Source: an optimization exercise on an open RTL-to-GDS flow (aim: small area, a short achievable clock period and few clock cycles per item). Production flows keep margins and buffers that such runs may drop. The RTL was checked by simulation tests, not by an equivalence proof against the original design. Power and IR drop assume default switching activity.

== run a ==
// seq_gcd
module seq_gcd (
	clk,
	rst_n,
	la_write_a,
	la_write_b,
	a_i,
	b_i,
	gcd_o,
	rdata,
	ready
);
export LEC_CHECK = 0
export ABC_AREA = 1
export CAP_MARGIN = 20
export CORE_MARGIN = 2
export CORE_UTILIZATION = 40
export CTS_BUF_LIST = sky130_fd_sc_hd__clkbuf_4 sky130_fd_sc_hd__clkbuf_8
export PLACE_DENSITY = 0.7
export SLEW_MARGIN = 20
create_clock -name core_clock -period 70.0 [get_ports {clk}]
standard.sh (not shown) runs the stock make flow with config.mk's settings and CLKGATE_MAP_FILE= SYNTH_SCRIPT=/design/flow/synth_recipe.tcl, a recipe that flattens the netlist after the stock synthesis.
==> flow/flow/run.sh <==
#!/bin/bash
set -euo pipefail
MARGIN=$(cat flow/margin.txt)
bash standard.sh SETUP_SLACK_MARGIN=$MARGIN \
  "BUFFER_PORTS_ARGS=-buffer_cell sky130_fd_sc_hd__buf_1" finish > standard_flow.log 2>&1
==> flow/flow/margin.txt <==
54.6
Run a: done, clean on timing, DRC and antenna
Testbench counts of run a, summed over its fixed seeds: cycles 29,737, items 3,200.
## Diff of input files: run b against run a
# run a
export LEC_CHECK = 0
export ABC_AREA = 1
export CAP_MARGIN = 20
export CORE_MARGIN = 2
export CORE_UTILIZATION = 40
export CTS_BUF_LIST = sky130_fd_sc_hd__clkbuf_4 sky130_fd_sc_hd__clkbuf_8
export PLACE_DENSITY = 0.7
export SLEW_MARGIN = 20
create_clock -name core_clock -period 70.0 [get_ports {clk}]
# run b
export LEC_CHECK = 0
export ABC_AREA = 1
export CAP_MARGIN = 20
export CORE_MARGIN = 2
export CORE_UTILIZATION = 40
export CTS_BUF_LIST = sky130_fd_sc_hd__clkbuf_4 sky130_fd_sc_hd__clkbuf_8
export PLACE_DENSITY = 0.8
export SLEW_MARGIN = 20
create_clock -name core_clock -period 70.0 [get_ports {clk}]
==> flow/run.sh (new file) <==
#!/bin/bash
# synth_recipe.tcl (not shown) runs the flow's synth.tcl, then flattens the netlist and writes it again
# the make line also repeats each setting of config.mk as NAME=value (left out here)
make -C /OpenROAD-flow-scripts/flow DESIGN_CONFIG=/design/flow/config.mk WORK_HOME=/design/flow/orfs CLKGATE_MAP_FILE= SYNTH_SCRIPT=/design/flow/synth_recipe.tcl finish
removed: flow/flow/run.sh
removed: flow/flow/margin.txt
removed: flow/standard.sh
Notes after the runs:
- Run b went all the way through synthesis, placement and routing and the layout is clean on timing, DRC and antenna.
- Of the two values seen for end point of the critical path, b_q[7]$_DFF_P_ was produced by run a and b_q[31]$_DFF_P_ by run b.
- The number of non-clock buffers in run b sits about 1.1% below the value recorded for run a.
- Run b vs run a — layout buffering overhead excluding clock cells rose 5.5 points.
- Routed wire in run b totals less than in run a.
- From run a to run b, count of clock-net buffers in the final layout did not move at all.
- Compared with run a, run b shows a higher power after layout.
- Summary — shortest clock period the worst path allows after layout, run b relative to run a: higher, by 1000 ps.
- Length of routed met3 wiring (run b vs. run a) increases slightly
- Utilization in run b is 2.3 points above run a.

---

Setup of v4:
Another version of the RTL of seq_gcd (not shown whole).
Size in the first run: ~71 flip-flops, roughly 200 I/O pins.
## seq_gcd
module seq_gcd (
	clk,
	rst_n,
	la_write_a,
	la_write_b,
	a_i,
	b_i,
	gcd_o,
	rdata,
	ready
);
export LEC_CHECK = 0
export ABC_AREA = 1
export CAP_MARGIN = 20
export CORE_MARGIN = 2
export CORE_UTILIZATION = 40
export CTS_BUF_LIST = sky130_fd_sc_hd__clkbuf_4 sky130_fd_sc_hd__clkbuf_8
export PLACE_DENSITY = 0.8
export SLEW_MARGIN = 20
create_clock -name core_clock -period 70.0 [get_ports {clk}]
==> flow/flow/run.sh <==
#!/bin/bash
set -euo pipefail
MARGIN=$(cat flow/margin.txt)
bash standard.sh SETUP_SLACK_MARGIN=$MARGIN \
  "BUFFER_PORTS_ARGS=-buffer_cell sky130_fd_sc_hd__buf_1" finish > standard_flow.log 2>&1
==> flow/flow/margin.txt <==
54.3
Testbench counts of v4, summed over its fixed seeds: cycles 29,737, items 3,200.
Here is what was changed in the inputs of v21 compared with v4.
Settings: changing PLACE_DENSITY from 0.8 to 0.9.
==> flow/flow/margin.txt <==
54.6
--- outcome ---
The lower highest clock rate came out of v4. v21 does worse than v4 on routed wire length. A cell with the largest stage delay on the worst path of sky130_fd_sc_hd__inv_4 is what v4 shows, while sky130_fd_sc_hd__a31oi_1 belongs to v21. The first element of the critical path comes out la_write_b[6] in one run and la_write_b[7] in the other, namely in v4 and v21 respectively. On utilization: v21 sits above v4. Sort v21 and v4 by clock group share of total power, descending, and v21 comes first. [compare] base=v4 new=v21: area overhead of the layout relative to synthesis increased 0.43 points; time the final worst path needs with I/O delays and setup -0.10 ns; routed wire length on met3 went up; final cell count shows no meaningful change; worst setup slack saw an increase. The worst slack at placement of v21 falls short of that of v4 by 0.14 ns.
## Diff of input files: v28 against v21
Settings: a change of PLACE_DENSITY from 0.9 to 0.8; a change of ABC_AREA from 1 to 0.
- Compared with v21, v28 shows a sequential portion of the cell area that is 1.8 points lower.
- Across both runs, via count was higher for v28 than for v21.
- v28 against v21: final cell count without fillers increased 121; number of iterations in the first detailed-routing pass went up 1; path length in cells of the critical path went down by 2; final area went up.
- Relative to v21, utilization has decreased by 0.30 points in v28.
- Going from v21 to v28, the global router's overall resource usage was found to have gone up by 5.0 points.
- For v28, the highest-delay cell along the critical path was sky130_fd_sc_hd__or3_4, unlike v21, where it was sky130_fd_sc_hd__a31oi_1.
- v28 vs v21: synthesized area up by more than 10%
- b_q[0]$_DFF_P_ as the critical path capture point was reported by v21, and b_q[14]$_DFF_P_ by v28.
The inputs of v3 differ from those of v28 as listed below.
Settings: ABC_AREA now 1, was 0.
Results
From v28 to v3 the numbers moved as follows: number of standard cells in the layout, taps in and fillers out decreased by 3.8% relative to the old numbers, non-clock buffer count went down about 18%, share of power burned in combinational logic shows an increase of 0.3 points, number of vias after detailed routing went down 4266, final worst slack climbed 0.11 ns. In v3, arithmetic-cell share of the synthesized area counting full adders, half adders and majority gates is higher than in v28.

---

Setup of try-garnet:
The RTL this note starts from:
==> flow/design.v <==
`default_nettype none
module seq_gcd (
	clk,
	rst_n,
	la_write_a,
	la_write_b,
	a_i,
	b_i,
	gcd_o,
	rdata,
	ready
);
	input wire clk;
	input wire rst_n;
	input wire [31:0] la_write_a;
	input wire [31:0] la_write_b;
	input wire [31:0] a_i;
	input wire [31:0] b_i;
	output wire [31:0] gcd_o;
	output wire [31:0] rdata;
	output reg ready;
	parameter NSTEP = 3;    
	reg [31:0] a_q;
	reg [31:0] b_q;
	reg [4:0] k_q;
	reg busy;
	wire la_load = (&la_write_a) & (&la_write_b);
	wire load = ~busy & la_load;
	wire [31:0] sa [0:NSTEP];
	wire [31:0] sb [0:NSTEP];
	wire [4:0] sk [0:NSTEP];
	assign sa[0] = a_q;
	assign sb[0] = b_q;
	assign sk[0] = k_q;
	genvar i, l, j;
	generate
		for (i = 0; i < NSTEP; i = i + 1) begin : step
			wire [31:0] a = sa[i];
			wire [31:0] b = sb[i];
			wire [4:0] k = sk[i];
			wire bz = ~|b;
			wire kz = ~|k;
			wire c_put = bz & ~kz;             
			wire c_two = ~bz & ~a[0] & ~b[0];  
			wire c_aev = ~a[0] & b[0];         
			wire c_sub = a[0] & b[0];          
			wire [31:0] p0 = ~(a ^ b);
			wire [31:0] g0 = b & ~a;
			wire gn0 = g0[1] | (p0[1] & g0[0]);
			wire pn0 = p0[1] & p0[0];
			wire gn1 = g0[3] | (p0[3] & g0[2]);
			wire pn1 = p0[3] & p0[2];
			wire gn2 = g0[5] | (p0[5] & g0[4]);
			wire pn2 = p0[5] & p0[4];
			wire gn3 = g0[7] | (p0[7] & g0[6]);
			wire pn3 = p0[7] & p0[6];
			wire gn4 = g0[9] | (p0[9] & g0[8]);
			wire pn4 = p0[9] & p0[8];
			wire gn5 = g0[11] | (p0[11] & g0[10]);
			wire pn5 = p0[11] & p0[10];
			wire gn6 = g0[13] | (p0[13] & g0[12]);
			wire pn6 = p0[13] & p0[12];
			wire gn7 = g0[15] | (p0[15] & g0[14]);
			wire pn7 = p0[15] & p0[14];
			wire gn8 = g0[17] | (p0[17] & g0[16]);
			wire pn8 = p0[17] & p0[16];
			wire gn9 = g0[19] | (p0[19] & g0[18]);
			wire pn9 = p0[19] & p0[18];
			wire gn10 = g0[21] | (p0[21] & g0[20]);
			wire pn10 = p0[21] & p0[20];
			wire gn11 = g0[23] | (p0[23] & g0[22]);
			wire pn11 = p0[23] & p0[22];
			wire gn12 = g0[25] | (p0[25] & g0[24]);
			wire pn12 = p0[25] & p0[24];
			wire gn13 = g0[27] | (p0[27] & g0[26]);
			wire pn13 = p0[27] & p0[26];
			wire gn14 = g0[29] | (p0[29] & g0[28]);
			wire pn14 = p0[29] & p0[28];
			wire gn15 = g0[31] | (p0[31] & g0[30]);
			wire pn15 = p0[31] & p0[30];
			wire gn16 = gn1 | (pn1 & gn0);
			wire pn16 = pn1 & pn0;
			wire gn17 = gn3 | (pn3 & gn2);
			wire pn17 = pn3 & pn2;
			wire gn18 = gn5 | (pn5 & gn4);
			wire pn18 = pn5 & pn4;
			wire gn19 = gn7 | (pn7 & gn6);
			wire pn19 = pn7 & pn6;
			wire gn20 = gn9 | (pn9 & gn8);
			wire pn20 = pn9 & pn8;
			wire gn21 = gn11 | (pn11 & gn10);
			wire pn21 = pn11 & pn10;
			wire gn22 = gn13 | (pn13 & gn12);
			wire pn22 = pn13 & pn12;
			wire gn23 = gn15 | (pn15 & gn14);
			wire pn23 = pn15 & pn14;
			wire gn24 = gn17 | (pn17 & gn16);
			wire pn24 = pn17 & pn16;
			wire gn25 = gn19 | (pn19 & gn18);
			wire pn25 = pn19 & pn18;
			wire gn26 = gn21 | (pn21 & gn20);
			wire pn26 = pn21 & pn20;
			wire gn27 = gn23 | (pn23 & gn22);
			wire pn27 = pn23 & pn22;
			wire gn28 = gn25 | (pn25 & gn24);
			wire pn28 = pn25 & pn24;
			wire gn29 = gn27 | (pn27 & gn26);
			wire pn29 = pn27 & pn26;
			wire gn30 = gn29 | (pn29 & gn28);
			wire pn30 = pn29 & pn28;
			wire gn31 = gn26 | (pn26 & gn28);
			wire pn31 = pn26 & pn28;
			wire gn32 = gn18 | (pn18 & gn24);
			wire pn32 = pn18 & pn24;
			wire gn33 = gn20 | (pn20 & gn28);
			wire pn33 = pn20 & pn28;
			wire gn34 = gn22 | (pn22 & gn31);
			wire pn34 = pn22 & pn31;
			wire gn35 = gn2 | (pn2 & gn16);
			wire pn35 = pn2 & pn16;
			wire gn36 = gn4 | (pn4 & gn24);
			wire pn36 = pn4 & pn24;
			wire gn37 = gn6 | (pn6 & gn32);
			wire pn37 = pn6 & pn32;
			wire gn38 = gn8 | (pn8 & gn28);
			wire pn38 = pn8 & pn28;
			wire gn39 = gn10 | (pn10 & gn33);
			wire pn39 = pn10 & pn33;
			wire gn40 = gn12 | (pn12 & gn31);
			wire pn40 = pn12 & pn31;
			wire gn41 = gn14 | (pn14 & gn34);
			wire pn41 = pn14 & pn34;
			wire gn42 = g0[2] | (p0[2] & gn0);
			wire pn42 = p0[2] & pn0;
			wire gn43 = g0[4] | (p0[4] & gn16);
			wire pn43 = p0[4] & pn16;
			wire gn44 = g0[6] | (p0[6] & gn35);
			wire pn44 = p0[6] & pn35;
			wire gn45 = g0[8] | (p0[8] & gn24);
			wire pn45 = p0[8] & pn24;
			wire gn46 = g0[10] | (p0[10] & gn36);
			wire pn46 = p0[10] & pn36;
			wire gn47 = g0[12] | (p0[12] & gn32);
			wire pn47 = p0[12] & pn32;
			wire gn48 = g0[14] | (p0[14] & gn37);
			wire pn48 = p0[14] & pn37;
			wire gn49 = g0[16] | (p0[16] & gn28);
			wire pn49 = p0[16] & pn28;
			wire gn50 = g0[18] | (p0[18] & gn38);
			wire pn50 = p0[18] & pn38;
			wire gn51 = g0[20] | (p0[20] & gn33);
			wire pn51 = p0[20] & pn33;
			wire gn52 = g0[22] | (p0[22] & gn39);
			wire pn52 = p0[22] & pn39;
			wire gn53 = g0[24] | (p0[24] & gn31);
			wire pn53 = p0[24] & pn31;
			wire gn54 = g0[26] | (p0[26] & gn40);
			wire pn54 = p0[26] & pn40;
			wire gn55 = g0[28] | (p0[28] & gn34);
			wire pn55 = p0[28] & pn34;
			wire gn56 = g0[30] | (p0[30] & gn41);
			wire pn56 = p0[30] & pn41;
			wire [31:0] Gf = {gn30, gn56, gn41, gn55, gn34, gn54, gn40, gn53, gn31, gn52, gn39, gn51, gn33, gn50, gn38, gn49, gn28, gn48, gn37, gn47, gn32, gn46, gn36, gn45, gn24, gn44, gn35, gn43, gn16, gn42, gn0, g0[0]};
			wire [31:0] Pf = {pn30, pn56, pn41, pn55, pn34, pn54, pn40, pn53, pn31, pn52, pn39, pn51, pn33, pn50, pn38, pn49, pn28, pn48, pn37, pn47, pn32, pn46, pn36, pn45, pn24, pn44, pn35, pn43, pn16, pn42, pn0, p0[0]};
			wire ge = Gf[31] | Pf[31];
			wire [31:0] c1 = {Gf[30:0] | Pf[30:0], 1'b1};
			wire [31:0] c0n = {~Gf[30:0], 1'b1};
			wire [31:0] ad = p0 ^ (ge ? c1 : c0n);
			wire [31:0] xv = b[0] ? ad : b;
			wire [2:0] y = b[0] ? (a[2:0] ^ b[2:0]) : b[2:0];
			wire [1:0] sh = c_two ? 2'd1 :
			                y[0] ? 2'd0 :
			                y[1] ? 2'd1 :
			                y[2] ? 2'd2 :
			                2'd3;
			wire [31:0] s0 = xv;
			wire [31:0] s1 = sh[0] ? s0 >> 1 : s0;
			wire [31:0] s2 = sh[1] ? s1 >> 2 : s1;
			assign sb[i+1] = s2;
			assign sa[i+1] = c_put ? a << 1 :
			                 c_two ? a >> 1 :
			                 (c_aev | (c_sub & ~ge)) ? b : a;
			assign sk[i+1] = c_put ? k - 5'd1 : c_two ? k + 5'd1 : k;
		end
	endgenerate
	always @(posedge clk) begin
		if (load) begin
			a_q <= a_i;
			b_q <= b_i;
			k_q <= 5'd0;
		end else begin
			a_q <= sa[NSTEP];
			b_q <= sb[NSTEP];
			k_q <= sk[NSTEP];
		end
	end
	wire fin = ~|sb[NSTEP] & ~|sk[NSTEP];
	always @(posedge clk or negedge rst_n) begin
		if (~rst_n) begin
			busy <= 1'b0;
			ready <= 1'b0;
		end else begin
			if (load) begin
				busy <= 1'b1;
				ready <= 1'b0;
			end else if (busy & fin) begin
				busy <= 1'b0;
				ready <= 1'b1;
			end
		end
	end
	assign gcd_o = a_q;
	assign rdata = 32'd0;
endmodule
`default_nettype wire
==> flow/config.mk <==
export PLATFORM = sky130hd
export DESIGN_NAME = seq_gcd
export DESIGN_NICKNAME = seq_gcd
export VERILOG_FILES = /design/flow/design.v
export SDC_FILE = /design/flow/constraint.sdc
export NUM_CORES = 4
export LEC_CHECK = 0
export ABC_AREA = 1
export CAP_MARGIN = 20
export CORE_MARGIN = 2
export CORE_UTILIZATION = 40
export CTS_BUF_LIST = sky130_fd_sc_hd__clkbuf_4 sky130_fd_sc_hd__clkbuf_8
export PLACE_DENSITY = 0.8
export SLEW_MARGIN = 20
==> flow/constraint.sdc <==
create_clock -name core_clock -period 70.0 [get_ports {clk}]
set_input_delay 14.0000 -clock core_clock [delete_from_list [all_inputs] [get_ports {clk}]]
set_output_delay 14.0000 -clock core_clock [all_outputs]
set_load 0.01 [all_outputs]
==> flow/flow/margin.txt <==
54.9
Scripts as last shown in full above: flow/flow/run.sh
Testbench counts of try-garnet, summed over its fixed seeds: cycles 28,796, items 3,200.
Relative to try-garnet, the following input files were edited for try-lagoon:
Settings: removing PLACE_DENSITY (formerly 0.8); removing CTS_BUF_LIST (formerly sky130_fd_sc_hd__clkbuf_4 sky130_fd_sc_hd__clkbuf_8).
==> flow/flow/margin.txt <==
54.6
Results
From try-garnet to try-lagoon the numbers moved as follows: final wirelength higher; final-layout fill cell count higher. Higher fraction of met2 tracks used by global routing among try-garnet and try-lagoon: try-lagoon.
Modified inputs, try-quartz compared to try-lagoon
Settings: PLACE_DENSITY now 0.8, previously not set; CTS_BUF_LIST now sky130_fd_sc_hd__clkbuf_4 sky130_fd_sc_hd__clkbuf_8, previously not set.
Findings:
Diff try-lagoon -> try-quartz: clock distribution area overhead in the final layout now smaller; post-route clock period utilization comparable; design area now smaller; critical path depth now smaller.
> inputs changed (try-quartz -> try-cedar)
Settings: a deleted PLACE_DENSITY that had been 0.8; a deleted CTS_BUF_LIST that had been sky130_fd_sc_hd__clkbuf_4 sky130_fd_sc_hd__clkbuf_8; a change of CAP_MARGIN from 20 to 0; a change of SLEW_MARGIN from 20 to 0.
Findings:
try-cedar ended with more critical path depth than try-quartz.
Going from try-quartz to try-cedar, latest clock arrival within the worst-skew pair shrinks by 0.04 ns.
Comparing fraction of power consumed by the clock network for try-quartz and try-cedar, the smaller number came from try-quartz.
Non-clock buffer count, try-quartz and try-cedar, higher one = try-cedar.
Every run (try-quartz and try-cedar) finished clean.
The following lists how try-amber was set up differently from try-cedar:
Settings: a change of SLEW_MARGIN from 0 to 20; a change of CAP_MARGIN from 0 to 20.
==> flow/flow/run.sh <==
#!/bin/bash
# Layout: the standard flow (standard synthesis unchanged), with the
# resizer's setup repair asked to leave MARGIN ns of slack on the design's
# own constraints, so that it sizes and buffers the datapath for speed.
set -euo pipefail
MARGIN=$(cat flow/margin.txt)
bash standard.sh SETUP_SLACK_MARGIN=$MARGIN finish > standard_flow.log 2>&1
==> flow/flow/margin.txt <==
54
Notes after the runs:
Count of clock-buffer cells in the layout: try-cedar vs try-amber identical. Highest net fanout along the worst path (lower): try-cedar. try-cedar has lower net switching power of the design than try-amber. Compared with try-cedar, try-amber shows a higher power after layout. try-amber reports a higher number of antenna diodes than try-cedar does. Comparing try-cedar and try-amber, peak clock frequency supported by timing is higher on try-cedar. | multi-input combinational area share | lower: try-amber |.

-- separate check: timing with driven ports --
The flow's constraints put no driver on any port. The routed layouts listed below were extracted and timed again, unchanged, in two steps. Step 1, drivers: a clkbuf_16 drives clk and a buf_2 each remaining input, both assumed. Step 2, shift: input delay + t, output delay - t, t = (earliest + latest rising clock arrival at the registers) / 2. This alone moves slack from input paths to output paths. Three values: ideal, step 1, step 2; two values: the first two.
| run | t, ns | setup WS [ns] | clock arrival spread, ns | worst slew at a driven data input, ns |
|---|---|---|---|---|
| run a | 0.402 | 54.651 / 54.677 / 54.275 | 0.013 / 0.013 | 0.07 |
| run b | 0.387 | 53.651 / 53.651 / 53.264 | 0.012 / 0.012 | 0.08 |
| v4 | 0.423 | 54.581 / 54.599 / 54.176 | 0.020 / 0.020 | 0.12 |
| v21 | 0.419 | 54.684 / 54.709 / 54.290 | 0.018 / 0.018 | 0.07 |
| v28 | 0.422 | 54.590 / 54.601 / 54.179 | 0.013 / 0.014 | 0.05 |
| v3 | 0.421 | 54.702 / 54.715 / 54.294 | 0.018 / 0.018 | 0.12 |
| try-garnet | 0.404 | 54.660 / 54.673 / 54.269 | 0.013 / 0.013 | 0.07 |
| try-lagoon | 0.385 | 54.599 / 54.621 / 54.237 | 0.005 / 0.005 | 0.05 |
| try-quartz | 0.412 | 54.668 / 54.668 / 54.256 | 0.016 / 0.016 | 0.07 |
| try-cedar | 0.385 | 54.599 / 54.621 / 54.237 | 0.005 / 0.005 | 0.05 |
| try-amber | 0.402 | 54.136 / 54.158 / 53.756 | 0.019 / 0.019 | 0.06 |
After both steps setup and hold are still met in every run listed. For try-quartz, which loses most, drivers alone change the setup slack by 0.000 ns; drivers and shift together by -0.412 ns.
